From an optimization exercise on the open Yosys and OpenROAD flow, aimed at small area; shortcuts taken in it are not production practice.
The RTL was checked by simulation tests, not by an equivalence proof against the original design.
Power and IR drop assume default switching activity.

## design/flow/config.mk

```make
export PLATFORM = sky130hd
export DESIGN_NAME = top_module
export DESIGN_NICKNAME = top_module
export VERILOG_FILES = /design/flow/design.v
export SDC_FILE = /design/flow/constraint.sdc
export NUM_CORES = 4
export LEC_CHECK = 0
export CAP_MARGIN = 20
export CORE_MARGIN = 2
export CORE_UTILIZATION = 70
export SLEW_MARGIN = 20
```

## design/flow/design.v

```verilog
module spi_port (
    input wire clk,
    input wire rst,
    input wire spi_mosi,
    input wire spi_cs_n,
    output wire cap_now,           
    output wire nxt_a0,            
    output wire nxt_a1,            
    output reg [7:0] value,
    output wire a0,                
    output wire a1,                
    output wire lt8                
);
    reg [10:0] shift_reg;          
    reg [2:0] zeros;               
    reg cs_low_prev;
    reg [1:0] cls;                 
    wire nxt_lt8 = (zeros == 3'd5);
    assign nxt_a0  = nxt_lt8 & (shift_reg[10:8] == 3'd0);
    assign nxt_a1  = nxt_lt8 & (shift_reg[10:8] == 3'd1);
    assign cap_now = spi_cs_n & cs_low_prev;
    assign a0  = (cls == 2'd0);
    assign a1  = (cls == 2'd1);
    assign lt8 = (cls != 2'd3);
    always @(posedge clk) begin
        if (rst) begin
            shift_reg <= 11'b0;
            zeros <= 3'd5;
            cs_low_prev <= 1'b0;
            cls <= 2'd3;
        end else begin
            cs_low_prev <= ~spi_cs_n;
            if (!spi_cs_n) begin
                shift_reg <= {shift_reg[9:0], spi_mosi};
                if (shift_reg[10]) zeros <= 3'd0;
                else if (!nxt_lt8) zeros <= zeros + 3'd1;
            end else if (cs_low_prev) begin
                cls <= {~nxt_a0 & ~nxt_a1, ~nxt_a0 & (~nxt_lt8 | nxt_a1)};
            end
        end
    end
    always @(posedge clk)
        if (cap_now) value <= shift_reg[7:0];
endmodule
module config_memory (
    input wire clk,
    input wire rst,
    input wire cap_now,
    input wire nxt_a0,
    input wire nxt_a1,
    input wire [7:0] value,
    input wire a0,
    input wire a1,
    input wire lt8,
    output reg [7:0] ratio,
    output reg flen_gt1
);
    reg [7:0] mem0;
    reg mem1_gt1;
    wire val_gt1 = |value[7:1];
    always @(posedge clk) begin
        if (rst) begin
            mem0 <= 8'b0;
            mem1_gt1 <= 1'b0;
            ratio <= 8'b0;
            flen_gt1 <= 1'b0;
        end else begin
            if (a0) mem0 <= value;
            if (a1) mem1_gt1 <= val_gt1;
            if (cap_now) begin
                if (nxt_a0) ratio <= lt8 ? value : 8'b0;
                if (nxt_a1) flen_gt1 <= lt8 & val_gt1;
            end else begin
                if (a0) ratio <= mem0;
                if (a1) flen_gt1 <= mem1_gt1;
            end
        end
    end
endmodule
module decimator (
    input wire clk,
    input wire rst,
    input wire [7:0] ratio,
    input wire data_1,
    input wire data_2,
    output reg out_1,
    output reg out_2,
    output reg en
);
    reg [7:0] counter;
    reg dec_clk;
    wire r1 = (ratio == 8'd1);
    wire [8:0] next = {1'b0, counter} + 9'd1;
    wire hit = (ratio != 8'd0) && (next >= {1'b0, ratio});
    always @(posedge clk) begin
        if (rst) begin
            counter <= 8'b0;
            out_1 <= 1'b0;
            out_2 <= 1'b0;
            dec_clk <= 1'b0;
            en <= 1'b0;
        end else begin
            en <= 1'b0;
            if (r1) begin
                out_1 <= data_1;
                out_2 <= data_2;
            end else if (hit) begin
                counter <= 8'b0;
                out_1 <= data_1;
                out_2 <= data_2;
                dec_clk <= ~dec_clk;
                en <= ~dec_clk;
            end else begin
                counter <= next[7:0];
            end
        end
    end
endmodule
module buffer (
    input wire clk,
    input wire rst,
    input wire en,
    input wire data_1,
    input wire data_2,
    input wire flen_gt1,
    output reg [7:0] corr,
    output reg pos,
    output reg neg
);
    reg [255:0] shift_reg_1;
    reg [255:0] shift_reg_2;
    reg seen, full;
    reg [7:0] lfsr;
    wire lfsr_home = (lfsr == 8'h01);
    reg [7:0] corr_neg;
    reg [7:0] corr_pos;
    wire v0   = seen;
    wire v255 = full;
    wire v254 = full | (seen & lfsr_home);
    wire n1_0   = v0 & shift_reg_1[0];
    wire n2_0   = v0 & shift_reg_2[0];
    wire o1_255 = v255 & shift_reg_1[255];
    wire o2_255 = v255 & shift_reg_2[255];
    wire o1_254 = v254 & shift_reg_1[254];
    wire o2_254 = v254 & shift_reg_2[254];
    function [7:0] step(input [7:0] x, input up, input dn);
        integer i;
        reg u, d;
        begin
            u = up & ~dn;
            d = dn & ~up;
            for (i = 0; i < 8; i = i + 1) begin
                step[i] = x[i] ^ (u | d);
                u = u & x[i];
                d = d & ~x[i];
            end
        end
    endfunction
    always @(posedge clk) begin
        if (en) begin
            shift_reg_1 <= {shift_reg_1[254:0], data_1};
            shift_reg_2 <= {shift_reg_2[254:0], data_2};
        end
    end
    always @(posedge clk) begin
        if (rst) begin
            seen <= 1'b0;
            full <= 1'b0;
            lfsr <= 8'h01;
            corr_neg <= 8'b0;
            corr_pos <= 8'b0;
        end else if (en) begin
            seen <= 1'b1;
            if (v254) full <= 1'b1;
            lfsr <= {lfsr[6:0], lfsr[7] ^ lfsr[5] ^ lfsr[4] ^ lfsr[3]};
            if (flen_gt1) begin
                corr_neg <= step(corr_neg, n1_0 ^ data_2, o1_255 ^ o2_254);
                corr_pos <= step(corr_pos, data_1 ^ n2_0, o1_254 ^ o2_255);
            end
        end
    end
    always @(posedge clk or posedge rst) begin
        if (rst) begin
            corr <= 8'b0;
            pos <= 1'b0;
            neg <= 1'b0;
        end else if (en) begin
            corr <= step(corr, data_1 ^ data_2, o1_255 ^ o2_255);
            neg <= corr_neg < corr_pos;
            pos <= corr_pos < corr_neg;
        end
    end
endmodule
module top_module(
    input wire clk,
    input wire rst,
    input wire spi_mosi,
    input wire spi_cs_n,
    input wire mic_data_1,
    input wire mic_data_2,
    output wire [7:0] out,
    output wire pos,
    output wire neg
);
    wire cap_now, nxt_a0, nxt_a1;
    wire [7:0] value;
    wire a0, a1, lt8;
    wire [7:0] ratio;
    wire flen_gt1;
    wire dec_1, dec_2, dec_en;
    spi_port u_spi_port (
        .clk(clk), .rst(rst), .spi_mosi(spi_mosi), .spi_cs_n(spi_cs_n),
        .cap_now(cap_now), .nxt_a0(nxt_a0), .nxt_a1(nxt_a1),
        .value(value), .a0(a0), .a1(a1), .lt8(lt8)
    );
    config_memory u_memory (
        .clk(clk), .rst(rst), .cap_now(cap_now), .nxt_a0(nxt_a0), .nxt_a1(nxt_a1),
        .value(value), .a0(a0), .a1(a1), .lt8(lt8),
        .ratio(ratio), .flen_gt1(flen_gt1)
    );
    decimator u_decimator (
        .clk(clk), .rst(rst), .ratio(ratio), .data_1(mic_data_1), .data_2(mic_data_2),
        .out_1(dec_1), .out_2(dec_2), .en(dec_en)
    );
    buffer u_buffer (
        .clk(clk), .rst(rst), .en(dec_en | (ratio == 8'd1)),
        .data_1(dec_1), .data_2(dec_2), .flen_gt1(flen_gt1),
        .corr(out), .pos(pos), .neg(neg)
    );
endmodule
```

## design/flow/flow/run.sh

```bash
#!/bin/bash
# The standard ORFS layout, with these changes:
# - synthesis maps the logic with an area-oriented ABC script (flow/abc.script)
#   in place of ORFS's delay-oriented one; everything else in synthesis,
#   including the register mapping, is the standard synthesis;
# - clock tree synthesis without dummy loads, with clkbuf_8 clusters;
# - port buffers of the smallest buffer cell.
set -euo pipefail
here=$(pwd)
rm -rf "$here/scripts_abc"
cp -r "$FLOW_HOME/scripts" "$here/scripts_abc"
cp "$here/flow/abc.script" "$here/scripts_abc/abc_speed.script"
bash standard.sh SCRIPTS_DIR="$here/scripts_abc" synth > synth_flow.log 2>&1
export CTS_ARGS="-sink_clustering_enable -repair_clock_nets -buf_list sky130_fd_sc_hd__clkbuf_8 -sink_clustering_size 20 -sink_clustering_max_diameter 80 -balance_levels -dont_use_dummy_load"
export BUFFER_PORTS_ARGS="-buffer_cell sky130_fd_sc_hd__buf_1"
bash standard.sh finish > standard_flow.log 2>&1
```

## design/flow/constraint.sdc

```tcl
create_clock -name core_clock -period 8.0 [get_ports {clk}]
set_input_delay 1.6000 -clock core_clock [delete_from_list [all_inputs] [get_ports {clk}]]
set_output_delay 1.6000 -clock core_clock [all_outputs]
set_load 0.01 [all_outputs]
```

## design/flow/standard.sh

```bash
#!/bin/bash
# synth_recipe.tcl (not shown) runs the flow's synth.tcl, then flattens the netlist and writes it again
# the make line also repeats each setting of config.mk as NAME=value (left out here)
make -C /OpenROAD-flow-scripts/flow DESIGN_CONFIG=/design/flow/config.mk WORK_HOME=/design/flow/orfs CLKGATE_MAP_FILE= SYNTH_SCRIPT=/design/flow/synth_recipe.tcl "${@:-finish}"
```

## design/flow/flow/abc.script

```
strash
dch -f
amap
topo
stime -c
```

==> results of run 1 <==
[area by class of cell]
class | instances | area [sq um]
Multi-Input combinational cell | 342 | 1990
Fill cell | 1602 | 6970
Sequential cell | 603 | 17300
Timing Repair Buffer | 21 | 106
Tap cell | 378 | 473
Inverter | 64 | 267
Clock buffer | 36 | 495
[final timing paths]
| check | start | endpoint | slack [ns] | cells after the start |
|---|---|---|---|---|
| worst max-delay path | spi_cs_n | u_memory.ratio[3]$_SDFFE_PP0P_ | 3.92 | 7 |
| min in group asynchronous | rst | u_buffer.neg$_DFFE_PP0P_ | 1.50 | 3 |
| worst min-delay path | u_buffer.shift_reg_2[112]$_DFFE_PP_ | u_buffer.shift_reg_2[113]$_DFFE_PP_ | 0.41 | 0 |
| worst min register to register | u_buffer.shift_reg_2[112]$_DFFE_PP_ | u_buffer.shift_reg_2[113]$_DFFE_PP_ | 0.41 | 0 |
| worst max register to register | u_memory.ratio[4]$_SDFFE_PP0P_ | u_buffer.shift_reg_1[71]$_DFFE_PP_ | 4.11 | 8 |
| max in group asynchronous | rst | u_buffer.corr[6]$_DFFE_PP0P_ | 6.13 | 3 |
[synthesized netlist by cell type (2+ instances only)]
cell and count:
or2_0 2, o221ai_1 2, nand3_1 4, o22ai_1 14, nor2_1 102, a221oi_1 10
o21ai_0 24, a211oi_1 17, nor4_1 6, clkinv_1 64, nor3_1 5, nand2_1 32
and3_1 10, nand4_1 2, dfrtp_1 10, a22oi_1 33, o21a_1 3, ha_1 25
edfxtp_1 520, nand2b_1 3, dfxtp_1 73, a21oi_1 38
[report_power, final]
part / internal, mW / switching, mW
Sequential: 3.43 / 0.0232
Clock: 0.409 / 0.789
Combinational: 0.0330 / 0.0708
[worst max-delay path, stage by stage]
cell and delay, ns:
buf_1 0.26, nand2_1 0.19, clkinv_1 0.54, o21ai_0 0.99, clkinv_1 0.50, a22oi_1 0.27, nor2_1 0.06
[per-layer routing]
metal,vias up,share of wire [%],GRT usage [%]
met5,-,0,0
met4,0,2.0,4.38
met1,3901,54,27.7
met2,131,39,20.9
li1,3944,-,-
met3,42,5.0,3.35
[cells in the final DEF, fill, tap and decap left out, types with 14 or more instances in the layout]
| cell type | instances |
|---|---|
| edfxtp_1 | 520 |
| nor2_1 | 101 |
| dfxtp_1 | 73 |
| clkinv_1 | 63 |
| a21oi_1 | 38 |
| clkbuf_8 | 36 |
| a22oi_1 | 33 |
| nand2_1 | 32 |
| ha_1 | 25 |
| o21ai_0 | 24 |
| a211oi_1 | 17 |
| o22ai_1 | 14 |
| buf_1 | 14 |
[cell families (layout without fill, tap and decap cells)]
kind of cell,count (synthesis),count (layout),share of synthesized area (%)
and+or+nand+nor,168,168,3.61
DFF,603,603,88.6
adders and majority gates,25,25,1.60
buffers and inverters,64,121,1.23
AOI/OAI and AO/OA,148,148,4.91
xor gates and xnor gates,1,1,0.0448
[through the flow]
stage	total power, mW	hold slack, ns
2_1_floorplan	3.60	0.400
5_1_grt	4.94	0.422
6_report	4.76	0.411
4_1_cts	4.82	0.416
3_5_place_dp	3.63	0.405
3_3_place_gp	3.63	0.400
==> results.yml, run 1 <==
route:
  drt-total-wl_um: 23500
  dr.pass1.iters: 7
  route.detailed.wl_per_inst_um: 16.3
  remaining_drc_errors: 0
  num_vias: 8018
  final_antenna_net_count: 0
  first_iteration_detailed_routing_drc_count: 742
  via_density: 5.55
final_layout:
  utilization_pct: 74.8
  postLayoutCellArea_sq_um: 20700
  antenna_cells_inserted: 0
  final_net_count: 1099
  finish.cell_count_without_fillers: 1444
  drive_gt1_share_pct: 4.22
  area.growth.synth_to_final_pct: 5.64
place:
  place.detailed.instances: 1408
  io_buffers: 15
  hpwl_um: 12200
  pre_cts_slack_ns: 3.43
  globalplace.congestion: 0.768
  placedInstanceArea_sq_um: 20200
global_routing:
  grt_max_degree: 190
  grt_first_pass_wirelength_um: 36400
  grt-ovfl-total: 0
  grt_antenna_before_repair: 0
  grt_pass1_vias: 7136
  track_usage_pct: 16.0
timing:
  fin_setup_tns_ns: 0
  finalCriticalPeriod_ns: 4.08
  final-max-slew-violation-count: 0
  finalClockSkew_ns: 0.0843
  max-slew-margin-rel_pct: 32.3
  rsz0062_at_grt: "false"
  max_clock_freq_mhz: 245
  post-route-worst-setup-slack_ns: 3.92
  least_margin_pin_slew_ns: 1.01
  timing.final.setup_violations: 0
  timing.final.crit_share_pct: 51.0
  count_of_endpoints_failing_hold_in_the_final_timing_report: 0
cts:
  clock-root-buffer: "clkbuf_8"
  cts.reportedPaths.clkPinSlew_ns: 0.11
  clock_latency_ns: 0.55
  htreeDepth: 2
  cts_max_path_buffers: 3
  cts_hold_repair.buffers: 0
  tritoncts: "yes"
  post_cts.resized_instances: 0
  cts.sink_count: 603
  tritoncts.num_buffers: 36
  post_cts_repair_timing_setup_buffer_count: 0
critical_path:
  critPathArrivalTime_ns: 4.41
  end_kind: "register"
  critical_path_required_ns: 8.33
  timing.critical_path.fanout_max: 23
  worstSetupPathType: "in -> reg"
  setup.worst_path.start_class: "input port"
power_and_ir_drop:
  power_per_cell_area_nw_per_um2: 230
  irDropWorstVdd_mv: 0.183
  power.static_leakage_nw: 6.50
yosys:
  number_of_unique_standard_cell_types_used_by_synthesis: 32
  synth_area_leaders: "edfxtp_1 80%, dfxtp_1 7.5%, nor2_1 2.0%, ha_1 1.6%, dfrtp_1 1.3%"
  yosysTopAreaCellShare_pct: 79.9
  synth_edf_count: 520
  synth_area_leader_cell: "edfxtp_1"
  post_synth.cell_area_avg_sq_um: 19.4
  cells_after_synth: 1009
  ys_async_sr_fraction_pct: 1.66
  syn_nets: 1040
  yosys_most_used_dff: "edfxtp_1"
  seq_area_frac_synth_pct: 88.6
  synth.ff_latch_count: 603
  syn-cell-area_sq_um: 19600
  number_of_warnings_reported_in_the_yosys_synthesis_log: 4
floorplanning:
  die_area_sq_um: 29300
  core_sq_um: 27600
  floorplan.die.height_um: 171
  fp-row-count: 61
  chipWidth_um: 171
  top_level_ports: 16
  initial_utilization_pct: 70.8
status:
  result_of_the_run: "timing/DRC/antenna clean"
job:
  cap_viol_max_count: 0
hold_path:
  hold_class: "reg -> reg"
==> inputs of run 2 (changes only) <==
==> design/flow/flow/abc.script (replaced) <==
strash
&get -n
&st
&dch
&nf -a
&put
topo
stime -c
dnsize -c
==> run 2 against run 1 <==
Still clean on timing, DRC and antenna. Non-clock buffer count is 1 higher. Core utilization is 0.051 points higher. Global-route usage rose by 0.26 points. Clock skew fell by 0.027 ns. Register-to-register slack improved by 0.52 ns. Critical path type unchanged. Largest cell class unchanged. Highest routed layer unchanged.
==> results.yml, run 2 <==
status:
  result_of_the_run: "timing/DRC/antenna clean"
place:
  placedInstanceArea_sq_um: 20200
  globalplace.congestion: 0.801
  io_buffers: 15
  hpwl_um: 12400
final_layout:
  drive_gt1_share_pct: 4.47
  final_net_count: 1085
  mostFrequentLayoutCell: "edfxtp_1"
  antenna_cells_inserted: 0
  utilization_pct: 74.8
  fillers: 1592
  area.growth.synth_to_final_pct: 5.67
  final_cell_mix: "520 x edfxtp_1, 73 x nor2_1, 73 x dfxtp_1, 57 x a21oi_1, 36 x clkbuf_8"
  postLayoutCellArea_sq_um: 20700
floorplanning:
  fp-row-count: 61
  top_level_ports: 16
  chipWidth_um: 171
  die_area_sq_um: 29400
  initial_utilization_pct: 70.8
  floorplan.die.height_um: 171
  core_sq_um: 27700
critical_path:
  worstRegToRegCells: 5
  setup.worst_path.start_class: "input port"
  end_kind: "register"
  critical_path_required_ns: 8.45
  worstSetupPathType: "in -> reg"
  timing.critical_path.fanout_max: 19
  critPathArrivalTime_ns: 4.00
timing:
  timing.final.crit_share_pct: 44.3
  finalClockSkew_ns: 0.0572
  max-slew-margin-rel_pct: 34.9
  finalCriticalPeriod_ns: 3.54
  rsz0062_at_grt: "false"
  fin_setup_tns_ns: 0
  holdWs_ns: 0.350
  timing.final.setup_violations: 0
  count_of_endpoints_failing_hold_in_the_final_timing_report: 0
  final-max-slew-violation-count: 0
  max_clock_freq_mhz: 282
  least_margin_pin_slew_ns: 0.976
cts:
  htreeDepth: 2
  post_cts.resized_instances: 0
  post_cts_repair_timing_setup_buffer_count: 0
  cts_max_path_buffers: 3
  cts.sink_count: 603
  tritoncts: "yes"
  tritoncts.num_buffers: 36
  clock_latency_ns: 0.57
  cts_hold_repair.buffers: 0
  cts.reportedPaths.clkPinSlew_ns: 0.11
  clock-root-buffer: "clkbuf_8"
power_and_ir_drop:
  seqPwrFrac_pct: 71.6
  power.switching_mw: 1.36
  share_of_total_power_consumed_by_net_switching_pct: 22.6
  p_int_mw: 4.65
  power_per_cell_area_nw_per_um2: 290
  power.static_leakage_nw: 6.68
  combPwrFrac_pct: 8.5
  clkPwrFrac_pct: 19.9
  irDropWorstVdd_mv: 0.211
yosys:
  synth.ff_latch_count: 603
  ys_async_sr_fraction_pct: 1.66
  synth_area_leader_cell: "edfxtp_1"
  number_of_unique_standard_cell_types_used_by_synthesis: 35
  post_synth.cell_area_avg_sq_um: 19.7
  yosys_most_used_dff: "edfxtp_1"
  number_of_warnings_reported_in_the_yosys_synthesis_log: 4
  synth_common_cells: "520 x edfxtp_1, 74 x nor2_1, 73 x dfxtp_1"
  yosysTopAreaCellShare_pct: 79.6
  synth_area_leaders: "edfxtp_1 80%, dfxtp_1 7.4%, ha_1 1.6%, a21oi_1 1.5%, nor2_1 1.4%"
  seq_area_frac_synth_pct: 88.3
  yosys.cell_count.top_type: "edfxtp_1"
  syn-cell-area_sq_um: 19600
  cells_after_synth: 994
  synth_edf_count: 520
  syn_nets: 1025
global_routing:
  grt_antenna_before_repair: 0
  grt_pass1_vias: 7274
  grt_first_pass_wirelength_um: 36900
  grt-ovfl-total: 0
  grt_max_degree: 216
  track_usage_pct: 16.3
job:
  cap_viol_max_count: 0
hold_path:
  timing.hold.worst_path_depth: 0
  hold_class: "reg -> reg"
route:
  remaining_drc_errors: 0
  via_density: 5.63
  dr.pass1.iters: 5
  final_antenna_net_count: 0
  num_vias: 8045
  route.detailed.wl_per_inst_um: 16.8
  first_iteration_detailed_routing_drc_count: 699
  drt-total-wl_um: 24000
run 2: changes by cell type in the layout (fill, tap and decap cells not counted), sizes merged, moves of 14 or more:
cell / previous run / this run
a21oi: 38 / 57
a22oi: 33 / 1
clkinv: 64 / 32
nor2: 102 / 74
o22ai: 14 / 0
xnor2: 0 / 14
run 2: cell families (layout without fill, tap and decap cells):
| family | count (synthesis) | count (layout) | synth area share [%] |
|---|---|---|---|
| fa+ha+maj | 25 | 25 | 1.59 |
| buf+inv | 33 | 91 | 0.631 |
| simple gates | 169 | 169 | 3.94 |
| flops | 603 | 603 | 88.3 |
| compound gates | 128 | 128 | 3.82 |
| xor+xnor | 24 | 24 | 1.07 |
| mux | 12 | 12 | 0.612 |
run 2: power by group through the flow:
stage / sequential (mW) / combinational (mW) / clock (mW)
after detailed placement: 4.36 / 0.524 / 0
after global routing: 4.35 / 0.583 / 1.35
after CTS: 4.31 / 0.519 / 1.26
final: 4.30 / 0.508 / 1.20
after global placement: 4.36 / 0.509 / 0
after floorplan: 4.37 / 0.372 / 0
run 2: stage by stage:
stage	std cells	setup WS (ns)	total power, mW
4_1_cts	1430	4.39	6.09
3_3_place_gp	1394	4.03	4.87
2_1_floorplan	994	2.30	4.74
3_5_place_dp	1394	3.92	4.88
6_report	1430	4.46	6.01
5_1_grt	1430	4.26	6.28
run 2: final timing paths:
path                            slack, ns                             endpoint                          startpoint
worst max-delay path                 4.46       u_memory.ratio[3]$_SDFFE_PP0P_                            spi_cs_n
worst min-delay path                 0.35   u_buffer.shift_reg_1[41]$_DFFE_PP_  u_buffer.shift_reg_1[40]$_DFFE_PP_
worst max register to register       4.63  u_buffer.shift_reg_1[153]$_DFFE_PP_      u_memory.ratio[7]$_SDFFE_PP0P_
worst min register to register       0.35   u_buffer.shift_reg_1[41]$_DFFE_PP_  u_buffer.shift_reg_1[40]$_DFFE_PP_
max in group asynchronous            6.13             u_buffer.pos$_DFFE_PP0P_                                 rst
min in group asynchronous            1.47         u_buffer.corr[0]$_DFFE_PP0P_                                 rst
run 2: layout make-up:
type,instances,area (sq um),area share (%)
clock buffers,36,495,2.39
inverters,33,150,0.724
multi-input cells,358,2170,10.5
flip-flops and latches,603,17300,83.6
well taps,378,473,2.28
repair buffers,22,110,0.531
run 2: per-layer routing:
metal	vias up	GRT usage, %	routed length (um)	share of wire [%]
li1	3873	-	-	-
met1	4018	27.6	12800	53
met2	111	22.0	9830	41
met3	43	2.95	858	3.6
met4	0	4.86	497	2.1
met5	-	0	0	0
run 2: critical path: stages:
cell      delay [ns]
buf_1           0.63
nand2_1         0.62
a21oi_1         0.72
a221oi_1        0.16
a211oi_1        0.26
==> inputs of run 3 (changes only) <==
--- a/design/flow/flow/run.sh
+++ b/design/flow/flow/run.sh
@@ -13,3 +13,3 @@
 bash standard.sh SCRIPTS_DIR="$here/scripts_abc" synth > synth_flow.log 2>&1
-export CTS_ARGS="-sink_clustering_enable -repair_clock_nets -buf_list sky130_fd_sc_hd__clkbuf_8 -sink_clustering_size 20 -sink_clustering_max_diameter 80 -balance_levels -dont_use_dummy_load"
+export CTS_ARGS="-sink_clustering_enable -repair_clock_nets -buf_list sky130_fd_sc_hd__clkbuf_8 -sink_clustering_size 20 -sink_clustering_max_diameter 60 -dont_use_dummy_load"
 export BUFFER_PORTS_ARGS="-buffer_cell sky130_fd_sc_hd__buf_1"
==> design/flow/flow/abc.script (replaced) <==
strash
dch -f
amap
topo
stime -c
==> run 3 against run 2 <==
Highest routed layer unchanged. Count of clock-buffer cells in the layout is 1 higher. Sequential power is about 20% lower. Still clean. Largest power group unchanged. Synthesized cell count is 1.5% higher.
==> results.yml, run 3 <==
status:
  result_of_the_run: "timing/DRC/antenna clean"
timing:
  timing.final.setup_violations: 0
  fin_setup_tns_ns: 0
  timing.final.crit_share_pct: 50.4
  rsz0062_at_grt: "false"
  least_margin_pin_slew_ns: 1.00
  post-route-worst-setup-slack_ns: 3.97
  max_clock_freq_mhz: 248
  final-max-slew-violation-count: 0
  finalClockSkew_ns: 0.0468
  max-slew-margin-rel_pct: 32.6
  count_of_endpoints_failing_hold_in_the_final_timing_report: 0
  finalCriticalPeriod_ns: 4.03
critical_path:
  ff2ff_setup_slack_ns: 4.18
  critPathArrivalTime_ns: 4.44
  crit_start: "spi_cs_n"
  worstSetupPathType: "in -> reg"
  worst_setup_path_endpoint: "u_memory.ratio[4]$_SDFFE_PP0P_"
  setup.worst_path.start_class: "input port"
  rr_startpoint: "u_memory.ratio[4]$_SDFFE_PP0P_"
  end_kind: "register"
  crit-reg2reg-capture: "u_buffer.shift_reg_1[90]$_DFFE_PP_"
  timing.critical_path.fanout_max: 23
  worstRegToRegCells: 8
  critical_path_required_ns: 8.40
route:
  final_antenna_net_count: 0
  drt-total-wl_um: 23600
  first_iteration_detailed_routing_drc_count: 724
  route.detailed.wl_per_inst_um: 16.4
  dr.pass1.iters: 5
  num_vias: 8055
  remaining_drc_errors: 0
  via_density: 5.57
floorplanning:
  top_level_ports: 16
  initial_utilization_pct: 70.8
  fp-row-count: 61
  floorplan.die.height_um: 171
  die_area_sq_um: 29300
  core_sq_um: 27600
  chipWidth_um: 171
place:
  globalplace.congestion: 0.768
  pre_cts_slack_ns: 3.43
  io_buffers: 15
  hpwl_um: 12200
yosys:
  synth_area_leader_cell: "edfxtp_1"
  number_of_warnings_reported_in_the_yosys_synthesis_log: 4
  synth.ff_latch_count: 603
  seq_area_frac_synth_pct: 88.6
  synth_area_leaders: "edfxtp_1 80%, dfxtp_1 7.5%, nor2_1 2.0%, ha_1 1.6%, dfrtp_1 1.3%"
  yosys_most_used_dff: "edfxtp_1"
  number_of_unique_standard_cell_types_used_by_synthesis: 32
  syn-cell-area_sq_um: 19600
  post_synth.cell_area_avg_sq_um: 19.4
  yosysTopAreaCellShare_pct: 79.9
  yosys.cell_count.top_type: "edfxtp_1"
  cells_after_synth: 1009
  synth_edf_count: 520
  synth_common_cells: "520 x edfxtp_1, 102 x nor2_1, 73 x dfxtp_1"
  syn_nets: 1040
  ys_async_sr_fraction_pct: 1.66
final_layout:
  drive_gt1_share_pct: 4.31
  multi_input_comb_area_sq_um: 1990
  fillers: 1594
  mostFrequentLayoutCell: "edfxtp_1"
  final_net_count: 1100
  antenna_cells_inserted: 0
  area.growth.synth_to_final_pct: 5.71
  register_area_sq_um: 17300
  final_cell_mix: "520 x edfxtp_1, 101 x nor2_1, 73 x dfxtp_1, 63 x clkinv_1, 38 x a21oi_1"
cts:
  tritoncts: "yes"
  tritoncts.num_buffers: 37
  cts.reportedPaths.clkPinSlew_ns: 0.11
  cts_max_path_buffers: 3
  htreeDepth: 2
  post_cts.resized_instances: 0
  post_cts_repair_timing_setup_buffer_count: 0
  cts_hold_repair.buffers: 0
  cts.sink_count: 603
  clock_latency_ns: 0.54
  clock-root-buffer: "clkbuf_8"
power_and_ir_drop:
  power_per_cell_area_nw_per_um2: 231
  irDropWorstVdd_mv: 0.186
  share_of_total_power_consumed_by_net_switching_pct: 18.6
  power.switching_uw: 887
  combPwrFrac_pct: 2.2
  power.static_leakage_nw: 6.51
  p_int_mw: 3.89
  seqPwrFrac_pct: 72.4
  clkPwrFrac_pct: 25.4
hold_path:
  hold_class: "reg -> reg"
  hold_start: "u_buffer.shift_reg_1[239]$_DFFE_PP_"
global_routing:
  track_usage_pct: 16.1
  grt_pass1_vias: 7197
  grt_antenna_before_repair: 0
  grt-ovfl-total: 0
  grt_max_degree: 190
  grt_first_pass_wirelength_um: 36600
job:
  cap_viol_max_count: 0
-- run 3: changes by cell type after synthesis, moves of 8 or more --
cell / previous run / this run
nand3_1: 16 / 4
nor2_1: 74 / 102
clkinv_1: 33 / 64
xor2_1: 10 / 1
xnor2_1: 14 / 0
o22ai_1: 0 / 14
a22oi_1: 1 / 33
mux2i_1: 12 / 0
a21oi_1: 57 / 38
a211oi_1: 9 / 17
-- run 3: kinds of logic (layout without fill, tap and decap cells) --
| kind of cell | count (synthesis) | in the layout | share of synthesized area [%] |
|---|---|---|---|
| compound gates | 148 | 148 | 4.91 |
| xor+xnor | 1 | 1 | 0.0448 |
| fa+ha+maj | 25 | 25 | 1.60 |
| buf+inv | 64 | 122 | 1.23 |
| flops | 603 | 603 | 88.6 |
| simple gates | 168 | 168 | 3.61 |
-- run 3: metrics by stage --
stage	utilization [%]	cells	hold WS [ns]	total power, mW	cell area, sq um
detailed placement	73.0	1408	0.405	3.63	20200
finish	74.8	1445	0.411	4.77	20700
floorplan	-	1009	0.400	3.60	19600
global placement	73.0	1408	0.400	3.63	20200
CTS	74.8	1445	0.408	4.83	20700
global route	74.8	1445	0.415	4.95	20700
-- run 3: power groups by stage --
stage          combinational (mW)  clock, mW  sequential (mW)
2_1_floorplan              0.0734          0             3.53
3_3_place_gp                0.103          0             3.53
3_5_place_dp                0.105          0             3.53
4_1_cts                     0.105       1.27             3.46
5_1_grt                     0.123       1.37             3.46
6_report                    0.104       1.21             3.46
-- run 3: worst min-delay path by stage --
stage | end | slack, ns | depth (start not counted)
2_1_floorplan | u_buffer.shift_reg_1[100]$_DFFE_PP_ | 0.40 | 0
6_report | u_buffer.shift_reg_1[240]$_DFFE_PP_ | 0.41 | 0
3_3_place_gp | u_buffer.shift_reg_2[167]$_DFFE_PP_ | 0.40 | 0
5_1_grt | u_buffer.shift_reg_2[253]$_DFFE_PP_ | 0.42 | 0
3_5_place_dp | u_buffer.shift_reg_1[11]$_DFFE_PP_ | 0.40 | 0
4_1_cts | u_buffer.shift_reg_1[240]$_DFFE_PP_ | 0.41 | 0
-- run 3: metal layers --
layer	share of wire, %	track usage, %	vias to the layer above
li1	-	-	3953
met1	54	27.9	3943
met2	40	21.0	124
met3	4.2	3.24	35
met4	1.8	4.64	0
met5	0	0	-
-- run 3: critical path: stages --
cell      delay (ns)
buf_1           0.25
nand2_1         0.19
clkinv_1        0.53
o21ai_0         1.00
clkinv_1        0.50
a22oi_1         0.30
nor2_1          0.06
-- run 3: cell type report --
class,instances,area share [%]
flip-flops and latches,603,83.8
multi-input cells,342,9.62
well taps,378,2.29
repair buffers,21,0.514
clock buffers,37,2.46
inverters,64,1.29
==> inputs of run 4 (changes only) <==
--- a/design/flow/design.v
+++ b/design/flow/design.v
@@ -129,4 +129,7 @@
 );
-    reg [255:0] shift_reg_1;
-    reg [255:0] shift_reg_2;
+    reg [255:0] stored_1;
+    reg [255:0] stored_2;
+    reg phase;
+    wire [255:0] shift_reg_1 = stored_1 ^ {256{phase}};
+    wire [255:0] shift_reg_2 = stored_2 ^ {256{phase}};
     reg seen, full;
@@ -159,7 +162,7 @@
     always @(posedge clk) begin
-        if (en) begin
-            shift_reg_1 <= {shift_reg_1[254:0], data_1};
-            shift_reg_2 <= {shift_reg_2[254:0], data_2};
-        end
-    end
+        phase <= ~rst & ~phase;
+        stored_1 <= ~(en ? {stored_1[254:0], data_1 ^ phase} : stored_1);
+        stored_2 <= ~(en ? {stored_2[254:0], data_2 ^ phase} : stored_2);
+    end
+    wire en_sums = en & flen_gt1;
     always @(posedge clk) begin
@@ -169,4 +172,2 @@
             lfsr <= 8'h01;
-            corr_neg <= 8'b0;
-            corr_pos <= 8'b0;
         end else if (en) begin
@@ -175,6 +176,9 @@
             lfsr <= {lfsr[6:0], lfsr[7] ^ lfsr[5] ^ lfsr[4] ^ lfsr[3]};
-            if (flen_gt1) begin
-                corr_neg <= step(corr_neg, n1_0 ^ data_2, o1_255 ^ o2_254);
-                corr_pos <= step(corr_pos, data_1 ^ n2_0, o1_254 ^ o2_255);
-            end
+        end
+        if (rst) begin
+            corr_neg <= 8'b0;
+            corr_pos <= 8'b0;
+        end else begin
+            corr_neg <= step(corr_neg, en_sums & (n1_0 ^ data_2), en_sums & (o1_255 ^ o2_254));
+            corr_pos <= step(corr_pos, en_sums & (data_1 ^ n2_0), en_sums & (o1_254 ^ o2_255));
         end
@@ -186,6 +190,8 @@
             neg <= 1'b0;
-        end else if (en) begin
-            corr <= step(corr, data_1 ^ data_2, o1_255 ^ o2_255);
-            neg <= corr_neg < corr_pos;
-            pos <= corr_pos < corr_neg;
+        end else begin
+            corr <= step(corr, en & (data_1 ^ data_2), en & (o1_255 ^ o2_255));
+            if (en) begin
+                neg <= corr_neg < corr_pos;
+                pos <= corr_pos < corr_neg;
+            end
         end
==> run 4 against run 3 <==
Power grew 53%. Via count increased by 46%. Maximum frequency is 3.1% higher. Wire length grew 19%. Sequential share of layout area decreased by 19 points. Flip-flop and latch count grew 1. Final cell count is 32% higher.
==> results.yml, run 4 <==
critical_path:
  critPathArrivalTime_ns: 4.33
  critical_path_required_ns: 8.42
  setup.worst_path.start_class: "input port"
  ff2ff_setup_slack_ns: 4.25
  worstRegToRegCells: 8
  end_kind: "register"
  timing.critical_path.fanout_max: 23
  worstSetupPathType: "in -> reg"
route:
  route.detailed.wl_per_inst_um: 14.7
  via_density: 6.16
  remaining_drc_errors: 0
  first_iteration_detailed_routing_drc_count: 772
  num_vias: 11800
  final_antenna_net_count: 0
  dr.pass1.iters: 5
  drt-total-wl_um: 28000
global_routing:
  track_usage_pct: 21.2
  grt_util_met2_pct: 35.3
  grt-ovfl-total: 0
  grt_antenna_before_repair: 0
  grt_first_pass_wirelength_um: 48800
  met1_usage_pct: 29.0
  grt_max_degree: 277
  grt_pass1_vias: 11000
  global_route.usage.met3_pct: 3.21
  busiest_layer: "met2"
cts:
  htreeDepth: 2
  clock-root-buffer: "clkbuf_8"
  cts_max_path_buffers: 3
  clock_latency_ns: 0.54
  cts.reportedPaths.clkPinSlew_ns: 0.12
  cts_hold_repair.buffers: 0
  post_cts_repair_timing_setup_buffer_count: 0
  cts.sink_count: 604
  post_cts.resized_instances: 0
  tritoncts: "yes"
  tritoncts.num_buffers: 37
yosys:
  synth.ff_latch_count: 604
  synth_area_leader_cell: "dfxtp_1"
  cells_after_synth: 1519
  synth_edf_count: 8
  yosys.cell_count.top_type: "dfxtp_1"
  yosys_most_used_dff: "dfxtp_1"
  number_of_unique_standard_cell_types_used_by_synthesis: 36
  synth_area_leaders: "dfxtp_1 66%, o22ai_1 19%, nor2_1 1.9%, ha_1 1.8%, clkinv_1 1.5%"
  yosysTopAreaCellShare_pct: 66.4
  number_of_warnings_reported_in_the_yosys_synthesis_log: 4
  ys_async_sr_fraction_pct: 1.66
  post_synth.cell_area_avg_sq_um: 11.6
  synth_common_cells: "586 x dfxtp_1, 524 x o22ai_1, 90 x nor2_1"
  syn_nets: 1550
  syn-cell-area_sq_um: 17700
  seq_area_frac_synth_pct: 69.1
timing:
  least_margin_pin_slew_ns: 1.07
  holdWs_ns: 0.374
  finalClockSkew_ns: 0.0500
  post-route-worst-setup-slack_ns: 4.09
  max_clock_freq_mhz: 256
  timing.final.crit_share_pct: 48.9
  max-slew-margin-rel_pct: 27.6
  fin_setup_tns_ns: 0
  rsz0062_at_grt: "false"
  final-max-slew-violation-count: 0
  count_of_endpoints_failing_hold_in_the_final_timing_report: 0
  timing.final.setup_violations: 0
  finalCriticalPeriod_ns: 3.91
place:
  pre_cts_slack_ns: 3.55
  hpwl_um: 15800
  globalplace.congestion: 0.781
  io_buffers: 15
  placedInstanceArea_sq_um: 18400
final_layout:
  final_cell_mix: "583 x dfxtp_1, 524 x o22ai_1, 80 x nor2_1, 65 x clkinv_1"
  register_area_sq_um: 12200
  antenna_cells_inserted: 0
  final_net_count: 1612
  multi_input_comb_area_sq_um: 5340
  postLayoutCellArea_sq_um: 18900
  mostFrequentLayoutCell: "dfxtp_1"
  fillers: 1750
  area.growth.synth_to_final_pct: 7.06
  drive_gt1_share_pct: 5.38
floorplanning:
  top_level_ports: 16
  floorplan.die.height_um: 163
  chipWidth_um: 163
  initial_utilization_pct: 70.8
  core_sq_um: 25000
  die_area_sq_um: 26500
  fp-row-count: 58
power_and_ir_drop:
  design_power_total_mw: 7.29
  power_per_cell_area_nw_per_um2: 385
  power.static_leakage_nw: 7.06
  irDropWorstVdd_mv: 0.293
hold_path:
  hold_class: "reg -> reg"
  timing.hold.worst_path_depth: 1
job:
  cap_viol_max_count: 0
status:
  result_of_the_run: "timing/DRC/antenna clean"
run 4: changes by cell type in the layout (fill, tap and decap cells not counted), moves of 6 or more:
| cell | previous run | this run |
|---|---|---|
| o21ai_1 | 0 | 6 |
| o22ai_1 | 14 | 524 |
| and3_1 | 10 | 4 |
| edfxtp_1 | 520 | 8 |
| o21ai_0 | 24 | 17 |
| dfxtp_1 | 73 | 583 |
| nand2_1 | 32 | 26 |
| nor2_2 | 1 | 8 |
| nor2_1 | 101 | 80 |
run 4: cells by family after synthesis:
| logic type | Yosys count | synth area share (%) |
|---|---|---|
| buffers and inverters | 70 | 1.49 |
| and+or+nand+nor | 157 | 3.76 |
| adders and majority gates | 25 | 1.77 |
| AOI/OAI and AO/OA | 663 | 23.8 |
| DFF | 604 | 69.1 |
run 4: through the flow:
stage | cells | utilization (%)
finish | 1909 | 75.8
global route | 1909 | 75.8
CTS | 1908 | 75.7
detailed placement | 1871 | 73.6
global placement | 1871 | 73.6
floorplan | 1519 | -
run 4: final cells by class:
| cell class | count | share of cell area [%] |
|---|---|---|
| clock buffer | 37 | 2.69 |
| timing repair buffer | 23 | 0.833 |
| tap | 330 | 2.18 |
| multi-input combinational | 845 | 28.2 |
| inverter | 70 | 1.45 |
| sequential | 604 | 64.6 |
run 4: critical path, cell delays in order:
cell	delay, ns
buf_1	0.24
nand2_1	0.19
clkinv_1	0.53
o21ai_0	0.96
clkinv_1	0.47
a22oi_1	0.27
nor2_1	0.06
run 4: final timing paths:
kind | start | end
setup / recovery | spi_cs_n | u_memory.ratio[1]$_SDFFE_PP0P_
hold / removal | u_decimator.dec_clk$_SDFFE_PP0P_ | u_decimator.en$_SDFF_PP0_
setup reg to reg | u_memory.ratio[6]$_SDFFE_PP0P_ | u_buffer.stored_1[63]$_DFF_P_
hold reg to reg | u_decimator.dec_clk$_SDFFE_PP0P_ | u_decimator.en$_SDFF_PP0_
max in group asynchronous | rst | u_buffer.corr[7]$_DFF_PP0_
min in group asynchronous | rst | u_buffer.corr[3]$_DFF_PP0_
run 4: power breakdown:
group | internal (mW) | total [mW] | switching (mW)
Sequential | 4.40 | 5.14 | 0.734
Combinational | 0.547 | 0.912 | 0.365
Clock | 0.421 | 1.24 | 0.815
Total | 5.37 | 7.29 | 1.91
run 4: metal layers:
metal  share of wire (%)  vias to the layer above
li1                    -                     6099
met1                  50                     5486
met2                  45                      133
met3                 2.7                       41
met4                 1.7                        0
met5                   0                        -
==> inputs of run 5 (changes only) <==
--- a/design/flow/design.v
+++ b/design/flow/design.v
@@ -132,18 +132,10 @@
     reg phase;
+    reg [7:0] corr_neg;
+    reg [7:0] corr_pos;
     wire [255:0] shift_reg_1 = stored_1 ^ {256{phase}};
     wire [255:0] shift_reg_2 = stored_2 ^ {256{phase}};
-    reg seen, full;
-    reg [7:0] lfsr;
-    wire lfsr_home = (lfsr == 8'h01);
-    reg [7:0] corr_neg;
-    reg [7:0] corr_pos;
-    wire v0   = seen;
-    wire v255 = full;
-    wire v254 = full | (seen & lfsr_home);
-    wire n1_0   = v0 & shift_reg_1[0];
-    wire n2_0   = v0 & shift_reg_2[0];
-    wire o1_255 = v255 & shift_reg_1[255];
-    wire o2_255 = v255 & shift_reg_2[255];
-    wire o1_254 = v254 & shift_reg_1[254];
-    wire o2_254 = v254 & shift_reg_2[254];
+    wire sel   = en | rst;             
+    wire sel_n = ~en | rst;            
+    wire [255:0] next_1 = ~(({256{sel_n}} | {stored_1[254:0], data_1 ^ phase}) & ({256{sel}} | stored_1));
+    wire [255:0] next_2 = ~(({256{sel_n}} | {stored_2[254:0], data_2 ^ phase}) & ({256{sel}} | stored_2));
     function [7:0] step(input [7:0] x, input up, input dn);
@@ -163,4 +155,4 @@
         phase <= ~rst & ~phase;
-        stored_1 <= ~(en ? {stored_1[254:0], data_1 ^ phase} : stored_1);
-        stored_2 <= ~(en ? {stored_2[254:0], data_2 ^ phase} : stored_2);
+        stored_1 <= next_1;
+        stored_2 <= next_2;
     end
@@ -168,11 +160,2 @@
     always @(posedge clk) begin
-        if (rst) begin
-            seen <= 1'b0;
-            full <= 1'b0;
-            lfsr <= 8'h01;
-        end else if (en) begin
-            seen <= 1'b1;
-            if (v254) full <= 1'b1;
-            lfsr <= {lfsr[6:0], lfsr[7] ^ lfsr[5] ^ lfsr[4] ^ lfsr[3]};
-        end
         if (rst) begin
@@ -181,4 +164,6 @@
         end else begin
-            corr_neg <= step(corr_neg, en_sums & (n1_0 ^ data_2), en_sums & (o1_255 ^ o2_254));
-            corr_pos <= step(corr_pos, en_sums & (data_1 ^ n2_0), en_sums & (o1_254 ^ o2_255));
+            corr_neg <= step(corr_neg, en_sums & (shift_reg_1[0] ^ data_2),
+                             en_sums & (shift_reg_1[255] ^ shift_reg_2[254]));
+            corr_pos <= step(corr_pos, en_sums & (data_1 ^ shift_reg_2[0]),
+                             en_sums & (shift_reg_1[254] ^ shift_reg_2[255]));
         end
@@ -191,3 +176,3 @@
         end else begin
-            corr <= step(corr, en & (data_1 ^ data_2), en & (o1_255 ^ o2_255));
+            corr <= step(corr, en & (data_1 ^ data_2), en & (shift_reg_1[255] ^ shift_reg_2[255]));
             if (en) begin
==> run 5 against run 4 <==
Combinational power shrank 61%. Register-to-register slack gained 0.21 ns. Via count shrank 4.1%.
==> results.yml, run 5 <==
route:
  drt-total-wl_um: 26100
  num_vias: 11300
  remaining_drc_errors: 0
  via_density: 6.06
  final_antenna_net_count: 0
  dr.pass1.iters: 5
  first_iteration_detailed_routing_drc_count: 584
  route.detailed.wl_per_inst_um: 14.0
power_and_ir_drop:
  power.static_leakage_nw: 6.81
  irDropWorstVdd_mv: 0.229
  power_per_cell_area_nw_per_um2: 270
  design_power_total_mw: 4.97
floorplanning:
  floorplan.die.height_um: 161
  fp-row-count: 57
  chipWidth_um: 161
  die_area_sq_um: 26000
  top_level_ports: 16
  initial_utilization_pct: 71.3
  core_sq_um: 24200
final_layout:
  final_net_count: 1571
  finish.cell_count_without_fillers: 1862
  fillers: 1700
  utilization_pct: 75.9
  area.growth.synth_to_final_pct: 6.50
  antenna_cells_inserted: 0
  postLayoutCellArea_sq_um: 18400
  mostFrequentLayoutCell: "dfxtp_1"
  final_cell_mix: "576 x dfxtp_1, 524 x o22ai_1, 82 x nor2_1, 66 x clkinv_1, 36 x clkbuf_8"
  drive_gt1_share_pct: 3.25
yosys:
  post_synth.cell_area_avg_sq_um: 11.7
  seq_area_frac_synth_pct: 69.6
  syn_nets: 1507
  yosysTopAreaCellShare_pct: 66.7
  yosys.cell_count.top_type: "dfxtp_1"
  number_of_unique_standard_cell_types_used_by_synthesis: 31
  ys_async_sr_fraction_pct: 1.68
  synth_area_leader_cell: "dfxtp_1"
  cells_after_synth: 1476
  number_of_warnings_reported_in_the_yosys_synthesis_log: 4
  synth_common_cells: "576 x dfxtp_1, 524 x o22ai_1, 82 x nor2_1"
  yosys_most_used_dff: "dfxtp_1"
  syn-cell-area_sq_um: 17300
  synth.ff_latch_count: 594
  synth_area_leaders: "dfxtp_1 67%, o22ai_1 19%, ha_1 1.8%, nor2_1 1.8%, dfrtp_1 1.4%"
  synth_edf_count: 8
critical_path:
  critical_path_required_ns: 8.40
  setup.worst_path.start_class: "input port"
  worstSetupPathType: "in -> reg"
  end_kind: "register"
  critPathArrivalTime_ns: 4.87
  timing.critical_path.fanout_max: 159
place:
  io_buffers: 15
  placedInstanceArea_sq_um: 17900
  hpwl_um: 15000
  place.detailed.instances: 1826
  globalplace.congestion: 0.753
timing:
  finalClockSkew_ns: 0.0655
  count_of_endpoints_failing_hold_in_the_final_timing_report: 0
  least_margin_pin_slew_ns: 0.987
  max-slew-margin-rel_pct: 34.2
  timing.final.setup_violations: 0
  max_clock_freq_mhz: 224
  rsz0062_at_grt: "false"
  timing.final.crit_share_pct: 55.9
  finalCriticalPeriod_ns: 4.47
  final-max-slew-violation-count: 0
  fin_setup_tns_ns: 0
cts:
  htreeDepth: 2
  tritoncts.num_buffers: 36
  clock-root-buffer: "clkbuf_8"
  cts.sink_count: 594
  post_cts.resized_instances: 0
  post_cts_repair_timing_setup_buffer_count: 0
  cts_hold_repair.buffers: 0
  cts.reportedPaths.clkPinSlew_ns: 0.11
  tritoncts: "yes"
  cts_max_path_buffers: 3
  clock_latency_ns: 0.57
hold_path:
  hold_class: "reg -> reg"
global_routing:
  grt_antenna_before_repair: 0
  grt_max_degree: 160
  grt_first_pass_wirelength_um: 46100
  grt-ovfl-total: 0
  track_usage_pct: 20.4
  grt_pass1_vias: 10300
status:
  result_of_the_run: "timing/DRC/antenna clean"
job:
  cap_viol_max_count: 0
-- run 5: changes by cell type after synthesis, sizes merged, moves of 2 or more --
cell	previous run	this run
a21oi	37	25
o21ai	23	21
nor2b	3	8
nand2	29	34
clkinv	70	66
o221a	3	0
a221oi	13	11
nor3	10	8
dfxtp	586	576
nor2	90	82
a211oi	14	11
-- run 5: worst max-delay path, stage by stage --
cell and delay (ns):
clkbuf_2 0.08, buf_4 0.47, clkinv_1 0.85, nand2_8 0.93, buf_12 0.52, o22ai_1 0.13
-- run 5: logic make-up (layout without fill, tap and decap cells) --
kind of cell | Yosys count | after routing | share of synthesized area (%)
buffers and inverters | 66 | 128 | 1.43
DFF | 594 | 594 | 69.6
AOI/OAI and AO/OA | 638 | 638 | 23.4
and+or+nand+nor | 153 | 153 | 3.76
adders and majority gates | 25 | 25 | 1.81
-- run 5: final timing paths --
kind                            slack, ns                      startpoint                             end  cells after the start
worst max register to register       4.46  u_memory.ratio[7]$_SDFFE_PP0P_      u_buffer.corr[7]$_DFF_PP0_                     17
worst min-delay path                 0.40  u_buffer.stored_2[101]$_DFF_P_  u_buffer.stored_2[102]$_DFF_P_                      1
worst max-delay path                 3.53                             rst  u_buffer.stored_2[115]$_DFF_P_                      6
worst min register to register       0.40  u_buffer.stored_2[101]$_DFF_P_  u_buffer.stored_2[102]$_DFF_P_                      1
min in group asynchronous            1.51                             rst      u_buffer.corr[1]$_DFF_PP0_                      3
max in group asynchronous            6.10                             rst      u_buffer.corr[0]$_DFF_PP0_                      3
-- run 5: stage by stage --
stage               hold slack, ns  worst slack, ns
global placement             0.420             3.07
global route                 0.436             3.23
finish                       0.403             3.53
CTS                          0.403             3.61
floorplan                    0.410            0.786
detailed placement           0.424             3.02
-- run 5: where the power goes --
| group | internal [mW] | total, mW | switching (mW) |
|---|---|---|---|
| clock | 0.409 | 1.20 | 0.791 |
| sequential | 3.25 | 3.41 | 0.161 |
| combinational | 0.177 | 0.354 | 0.177 |
| total | 3.84 | 4.97 | 1.13 |
-- run 5: final cells by class --
cell class | instances | area (sq um) | share of cell area [%]
Timing Repair Buffer | 26 | 190 | 1.03
Clock buffer | 36 | 495 | 2.69
Tap cell | 324 | 405 | 2.20
Inverter | 66 | 248 | 1.35
Sequential cell | 594 | 12000 | 65.3
Multi-Input combinational cell | 816 | 5040 | 27.4
-- run 5: layer usage --
layer | up-vias | part of all wire, % | GRT usage, %
li1 | 5891 | - | -
met1 | 5251 | 51 | 28.8
met2 | 97 | 44 | 33.2
met3 | 37 | 3.1 | 3.78
met4 | 0 | 1.6 | 4.67
met5 | - | 0 | 0
==> inputs of run 6 (changes only) <==
==> design/flow/flow/abc.script (replaced) <==
strash
dch
amap
topo
stime -c
==> run 6 against run 5 <==
Register-to-register slack worse by 0.08 ns. Still clean. Global-route usage rose by 0.63 points. Die area fell by 0.32%. Area after synthesis fell by 0.33%. Critical path type unchanged. Count of clock-buffer cells in the layout is 1 higher. Worst hold slack better by 0.0095 ns. Non-clock buffer count decreased by 2. Synthesized cell count is 0.81% lower. Largest power group unchanged. Power increased by 43%.
==> results.yml, run 6 <==
cts:
  cts.reportedPaths.clkPinSlew_ns: 0.11
  tritoncts: "yes"
  clock_latency_ns: 0.57
  clock-root-buffer: "clkbuf_8"
  cts_hold_repair.buffers: 0
  htreeDepth: 2
  post_cts_repair_timing_setup_buffer_count: 0
  cts.sink_count: 594
  post_cts.resized_instances: 0
  tritoncts.num_buffers: 37
  cts_max_path_buffers: 3
route:
  num_vias: 11500
  dr_wl_met2_um: 12900
  drt-total-wl_um: 27500
  dr.pass1.iters: 5
  remaining_drc_errors: 0
  route.detailed.wl_per_inst_um: 14.9
  highest-signal-layer: "met4"
  first_iteration_detailed_routing_drc_count: 762
  final_antenna_net_count: 0
  wl_met3_um: 691
  m1WireLength_um: 13400
  via_density: 6.20
final_layout:
  antenna_cells_inserted: 0
  postLayoutCellArea_sq_um: 18400
  mostFrequentLayoutCell: "dfxtp_1"
  drive_gt1_share_pct: 3.28
  area.growth.synth_to_final_pct: 6.66
  final_net_count: 1558
  final_cell_mix: "576 x dfxtp_1, 525 x o22ai_1, 72 x nor2_1, 63 x clkinv_1, 37 x clkbuf_8"
job:
  cap_viol_max_count: 0
power_and_ir_drop:
  clkPwrFrac_pct: 17.3
  combPwrFrac_pct: 17.4
  share_of_total_power_consumed_by_net_switching_pct: 28.5
  seqPwrFrac_pct: 65.3
  power_per_cell_area_nw_per_um2: 388
  p_int_mw: 5.09
  irDropWorstVdd_mv: 0.235
  power.static_leakage_nw: 6.77
  power.switching_mw: 2.03
place:
  io_buffers: 15
  hpwl_um: 15800
  globalplace.congestion: 0.754
  placedInstanceArea_sq_um: 17900
yosys:
  cells_after_synth: 1464
  number_of_unique_standard_cell_types_used_by_synthesis: 34
  yosys.cell_count.top_type: "dfxtp_1"
  synth_edf_count: 8
  number_of_warnings_reported_in_the_yosys_synthesis_log: 4
  yosys_most_used_dff: "dfxtp_1"
  post_synth.cell_area_avg_sq_um: 11.8
  yosysTopAreaCellShare_pct: 67.0
  syn_nets: 1495
  syn-cell-area_sq_um: 17200
  synth_area_leaders: "dfxtp_1 67%, o22ai_1 19%, ha_1 1.8%, nor2_1 1.6%, dfrtp_1 1.5%"
  synth_common_cells: "576 x dfxtp_1, 525 x o22ai_1, 72 x nor2_1"
  synth_area_leader_cell: "dfxtp_1"
  seq_area_frac_synth_pct: 69.8
  ys_async_sr_fraction_pct: 1.68
  synth.ff_latch_count: 594
timing:
  max-slew-margin-rel_pct: 33.1
  timing.final.crit_share_pct: 49.4
  finalCriticalPeriod_ns: 3.95
  rsz0062_at_grt: "false"
  finalClockSkew_ns: 0.0564
  final-max-slew-violation-count: 0
  max_clock_freq_mhz: 253
  least_margin_pin_slew_ns: 1.00
  holdWs_ns: 0.413
  count_of_endpoints_failing_hold_in_the_final_timing_report: 0
  timing.final.setup_violations: 0
  fin_setup_tns_ns: 0
floorplanning:
  initial_utilization_pct: 71.0
  fp-row-count: 57
  floorplan.die.height_um: 161
  core_sq_um: 24200
  top_level_ports: 16
  die_area_sq_um: 25900
  chipWidth_um: 161
critical_path:
  rr_startpoint: "u_memory.ratio[1]$_SDFFE_PP0P_"
  setup.worst_path.start_class: "input port"
  crit-reg2reg-capture: "u_buffer.corr[7]$_DFF_PP0_"
  worstSetupPathType: "in -> reg"
  critical_path_required_ns: 8.41
  timing.critical_path.fanout_max: 132
  end_kind: "register"
  worstRegToRegCells: 13
  ff2ff_setup_slack_ns: 4.38
  critPathArrivalTime_ns: 4.36
hold_path:
  timing.hold.worst_path_depth: 1
  hold_class: "reg -> reg"
  worstHoldEndpoint: "u_buffer.stored_1[225]$_DFF_P_"
  hold_start: "u_buffer.stored_1[224]$_DFF_P_"
global_routing:
  grt-ovfl-total: 0
  track_usage_pct: 21.0
  grt_pass1_vias: 10700
  grt_first_pass_wirelength_um: 47600
  grt_antenna_before_repair: 0
  grt_max_degree: 146
status:
  result_of_the_run: "timing/DRC/antenna clean"
[run 6: cell type report]
cell class	instances	area (sq um)
inverters	64	240
clock buffers	37	509
flip-flops and latches	594	12000
well taps	324	405
repair buffers	24	200
multi-input cells	806	4990
fillers	1692	5880
[run 6: worst max-delay path by stage]
stage	start	to	slack (ns)
floorplan	rst	u_buffer.stored_1[0]$_DFF_P_	0.64
global placement	rst	u_buffer.stored_1[22]$_DFF_P_	2.59
detailed placement	rst	u_buffer.stored_1[18]$_DFF_P_	2.52
finish	rst	u_buffer.stored_1[160]$_DFF_P_	4.05
global route	rst	u_buffer.stored_2[23]$_DFF_P_	3.73
CTS	rst	u_buffer.stored_1[22]$_DFF_P_	3.14
[run 6: metal layers]
| metal | GRT usage, % | up-vias |
|---|---|---|
| li1 | - | 5886 |
| met4 | 6.13 | 0 |
| met1 | 27.8 | 5414 |
| met3 | 2.92 | 39 |
| met2 | 36.3 | 127 |
| met5 | 0 | - |
[run 6: worst max-delay path, stage by stage]
cell and delay (ns):
clkbuf_2 0.72, inv_2 0.53, nand2_8 0.72, buf_4 0.55
o22ai_1 0.16
[run 6: power groups by stage]
stage	registers [mW]	logic, mW	clock network (mW)
after CTS	4.65	1.25	1.27
after floorplan	4.57	1.11	0
final	4.65	1.24	1.23
after detailed placement	4.70	1.24	0
after global placement	4.66	1.17	0
after global routing	4.79	1.40	1.37
[run 6: through the flow]
step | util [%] | setup slack (ns) | cells | total power [mW]
CTS | 75.8 | 3.14 | 1849 | 7.17
global placement | 73.7 | 2.59 | 1812 | 5.83
detailed placement | 73.7 | 2.52 | 1812 | 5.94
global route | 75.8 | 3.73 | 1849 | 7.55
finish | 75.8 | 4.05 | 1849 | 7.12
floorplan | - | 0.644 | 1464 | 5.68
[run 6: cells by family (layout without fill, tap and decap cells)]
family | after synthesis | after routing | synth area share [%]
xor gates and xnor gates | 1 | 1 | 0.0509
buffers and inverters | 64 | 125 | 1.39
DFF | 594 | 594 | 69.8
and+or+nand+nor | 129 | 129 | 3.12
AOI/OAI and AO/OA | 651 | 651 | 23.8
adders and majority gates | 25 | 25 | 1.82
==> inputs of run 7 (changes only) <==
--- a/design/flow/config.mk
+++ b/design/flow/config.mk
@@ -9,3 +9,3 @@
 export CORE_MARGIN = 2
-export CORE_UTILIZATION = 70
+export CORE_UTILIZATION = 75
 export SLEW_MARGIN = 20
==> run 7 against run 6 <==
First-iteration DRC count up 10%. Sequential power about the same. Clock power about the same. Flip-flop and latch count unchanged. Count of clock-buffer cells in the layout down 1. Critical path type unchanged. Critical endpoint is now u_buffer.stored_2[37]$_DFF_P_.
==> results.yml, run 7 <==
floorplanning:
  chipWidth_um: 156
  core_sq_um: 22600
  top_level_ports: 16
  initial_utilization_pct: 76.3
  fp-row-count: 55
  floorplan.die.height_um: 156
  die_area_sq_um: 24200
final_layout:
  area.growth.synth_to_final_pct: 6.40
  drive_gt1_share_pct: 3.47
  finish.cell_count_without_fillers: 1813
  postLayoutCellArea_sq_um: 18300
  antenna_cells_inserted: 0
  final_net_count: 1561
  mostFrequentLayoutCell: "dfxtp_1"
  final_cell_mix: "576 x dfxtp_1, 525 x o22ai_1, 72 x nor2_1, 63 x clkinv_1, 36 x clkbuf_8"
timing:
  max_clock_freq_mhz: 274
  fin_setup_tns_ns: 0
  finalClockSkew_ns: 0.0550
  finalCriticalPeriod_ns: 3.65
  count_of_endpoints_failing_hold_in_the_final_timing_report: 0
  holdWs_ns: 0.409
  rsz0062_at_grt: "false"
  timing.final.crit_share_pct: 45.6
  timing.final.setup_violations: 0
  final-max-slew-violation-count: 0
  max-slew-margin-rel_pct: 32.5
  least_margin_pin_slew_ns: 1.01
  post-route-worst-setup-slack_ns: 4.35
power_and_ir_drop:
  share_of_total_power_consumed_by_net_switching_pct: 28.7
  combPwrFrac_pct: 17.6
  clkPwrFrac_pct: 16.9
  power.static_leakage_nw: 6.77
  p_int_mw: 5.08
  irDropWorstVdd_mv: 0.306
  power.switching_mw: 2.05
  power_per_cell_area_nw_per_um2: 389
  seqPwrFrac_pct: 65.4
critical_path:
  number_of_cells_on_the_critical_path: 6
  critPathTopFamily: "buffers and inverters"
  worstSetupPathType: "in -> reg"
  critical_path_required_ns: 8.39
  crit_path_cell_trace: "clkbuf_2 -> buf_4 -> inv_2 -> nand2_8 -> buf_4 -> o22ai_1"
  ff2ff_setup_slack_ns: 4.38
  rr_startpoint: "u_memory.ratio[1]$_SDFFE_PP0P_"
  max_stage_delay_ns: 0.69
  number_of_buffers_and_inverters_on_the_critical_path: 4
  setup.worst_path.start_class: "input port"
  crit-reg2reg-capture: "u_buffer.stored_2[37]$_DFF_P_"
  timing.critical_path.fanout_max: 151
  crit_start: "rst"
  critical_path.most_common_cell: "buf_4"
  worstRegToRegCells: 8
  end_kind: "register"
  critPathArrivalTime_ns: 4.04
  crit_path_top_delay_cell: "nand2_8"
  worst_setup_path_endpoint: "u_buffer.stored_2[37]$_DFF_P_"
global_routing:
  grt_max_degree: 175
  global_route.usage.met3_pct: 3.33
  grt_first_pass_wirelength_um: 47800
  grt-ovfl-total: 0
  track_usage_pct: 23.0
  grt_util_met2_pct: 37.8
  busiest_layer: "met2"
  grt_antenna_before_repair: 0
  met1_usage_pct: 32.5
  grt_pass1_vias: 10500
yosys:
  syn_nets: 1495
  yosys.cell_count.top_type: "dfxtp_1"
  syn-cell-area_sq_um: 17200
  synth_edf_count: 8
  yosys_most_used_dff: "dfxtp_1"
  ys_async_sr_fraction_pct: 1.68
  number_of_warnings_reported_in_the_yosys_synthesis_log: 4
  seq_area_frac_synth_pct: 69.8
  synth_common_cells: "576 x dfxtp_1, 525 x o22ai_1, 72 x nor2_1"
  synth_area_leaders: "dfxtp_1 67%, o22ai_1 19%, ha_1 1.8%, nor2_1 1.6%, dfrtp_1 1.5%"
  post_synth.cell_area_avg_sq_um: 11.8
  yosysTopAreaCellShare_pct: 67.0
  synth.ff_latch_count: 594
  cells_after_synth: 1464
  number_of_unique_standard_cell_types_used_by_synthesis: 34
  synth_area_leader_cell: "dfxtp_1"
cts:
  post_cts.resized_instances: 0
  htreeDepth: 2
  tritoncts.num_buffers: 36
  clock_latency_ns: 0.56
  cts.sink_count: 594
  cts_max_path_buffers: 3
  tritoncts: "yes"
  cts.reportedPaths.clkPinSlew_ns: 0.11
  post_cts_repair_timing_setup_buffer_count: 0
  cts_hold_repair.buffers: 0
  clock-root-buffer: "clkbuf_8"
route:
  dr.pass1.iters: 5
  route.detailed.wl_per_inst_um: 15.6
  final_antenna_net_count: 0
  via_density: 6.32
  remaining_drc_errors: 0
  num_vias: 11500
  drt-total-wl_um: 28300
  first_iteration_detailed_routing_drc_count: 840
place:
  place.detailed.instances: 1777
  globalplace.congestion: 0.760
  placedInstanceArea_sq_um: 17800
  pre_cts_slack_ns: 2.91
  hpwl_um: 16500
  io_buffers: 15
job:
  cap_viol_max_count: 0
hold_path:
  hold_class: "reg -> reg"
status:
  result_of_the_run: "timing/DRC/antenna clean"
==> run 7: cell counts after synthesis <==
No cell type changed its count.
==> run 7: logic make-up (layout without fill, tap and decap cells) <==
family,after synthesis,in the layout,share of synthesized area (%)
AO/OA/AOI/OAI,651,651,23.8
flip-flops,594,594,69.8
adder cells (fa/ha/maj),25,25,1.82
XOR/XNOR,1,1,0.0509
AND/OR/NAND/NOR,129,129,3.12
buffers and inverters,64,128,1.39
==> run 7: how the worst min path moves through the flow <==
stage / startpoint / to / slack (ns) / cells past startpoint
after floorplan: u_decimator.dec_clk$_SDFFE_PP0P_ / u_decimator.en$_SDFF_PP0_ / 0.41 / 1
after global placement: u_decimator.dec_clk$_SDFFE_PP0P_ / u_decimator.en$_SDFF_PP0_ / 0.42 / 1
after detailed placement: u_decimator.dec_clk$_SDFFE_PP0P_ / u_decimator.en$_SDFF_PP0_ / 0.43 / 1
after CTS: u_buffer.stored_2[1]$_DFF_P_ / u_buffer.stored_2[2]$_DFF_P_ / 0.40 / 1
after global routing: u_buffer.stored_2[135]$_DFF_P_ / u_buffer.stored_2[136]$_DFF_P_ / 0.43 / 1
final: u_buffer.stored_2[1]$_DFF_P_ / u_buffer.stored_2[2]$_DFF_P_ / 0.41 / 1
==> run 7: layout make-up <==
type                       instances  area (sq um)
sequential                       594         12000
multi-input combinational        806          4990
fill                            1384          4250
clock buffer                      36           495
tap                              285           357
inverter                          64           240
timing repair buffer              28           218
==> run 7: layer usage <==
| metal | vias to the layer above | wire, um |
|---|---|---|
| met3 | 49 | 731 |
| met1 | 5381 | 13900 |
| li1 | 5891 | - |
| met4 | 0 | 508 |
| met5 | - | 0 |
| met2 | 131 | 13100 |
==> run 7: worst register-to-register path, cell delays in order (launching register included) <==
cell      delay (ns)
dfxtp_1         0.33
clkinv_1        0.12
nand4_1         0.18
clkinv_1        0.23
nor2_1          0.63
clkinv_1        0.47
nand2_8         0.71
buf_4           0.66
o22ai_1         0.16
==> run 7: power groups by stage <==
stage	clock network, mW	logic [mW]	registers (mW)
final	1.21	1.26	4.67
after global routing	1.35	1.41	4.79
after CTS	1.25	1.26	4.66
after detailed placement	0	1.26	4.71
after global placement	0	1.17	4.66
after floorplan	0	1.11	4.57
==> run 7: per-stage QoR <==
stage	utilization, %	power [mW]
2_1_floorplan	-	5.68
3_3_place_gp	79.0	5.83
3_5_place_dp	79.0	5.97
4_1_cts	81.2	7.17
5_1_grt	81.2	7.55
6_report	81.2	7.13

[re-timing with driven ports]
How much do the figures lean on ideal ports? The routed layouts below were timed once more, with nothing changed but the port constraints.
Step 1 sets driving cells, clkbuf_16 on the clock port and buf_2 on the other inputs (assumed; they add their load-dependent delay and slew).
Step 2 also shifts input and output timing later by t, the mid clock arrival at the registers, as if the neighbouring blocks saw the same clock.
Slacks: no drivers / after step 1 / after step 2; pairs: no drivers / after step 1.
| run | t, ns | setup slack, ns | hold slack, ns | slew at the worst register clock pin (ns) | worst slew at a driven data input, ns |
|---|---|---|---|---|---|
| run 1 | 0.557 | 3.920 / 3.944 / 3.387 | 0.411 / 0.411 / 0.411 | 0.12 / 0.12 | 0.03 |
| run 2 | 0.587 | 4.456 / 4.472 / 3.885 | 0.350 / 0.350 / 0.350 | 0.12 / 0.12 | 0.03 |
| run 3 | 0.571 | 3.966 / 3.991 / 3.420 | 0.411 / 0.411 / 0.411 | 0.11 / 0.11 | 0.03 |
| run 4 | 0.578 | 4.088 / 4.097 / 3.519 | 0.374 / 0.374 / 0.374 | 0.12 / 0.12 | 0.05 |
| run 5 | 0.579 | 3.529 / 3.549 / 2.970 | 0.403 / 0.403 / 0.403 | 0.12 / 0.12 | 0.03 |
| run 6 | 0.593 | 4.051 / 4.082 / 3.489 | 0.413 / 0.413 / 0.413 | 0.11 / 0.11 | 0.04 |
| run 7 | 0.579 | 4.352 / 4.374 / 3.795 | 0.409 / 0.409 / 0.409 | 0.11 / 0.11 | 0.03 |
After both steps setup and hold are still met in every run listed. The setup slack of run 2, which loses most, moves by +0.016 ns with the drivers and by -0.571 ns with both steps.
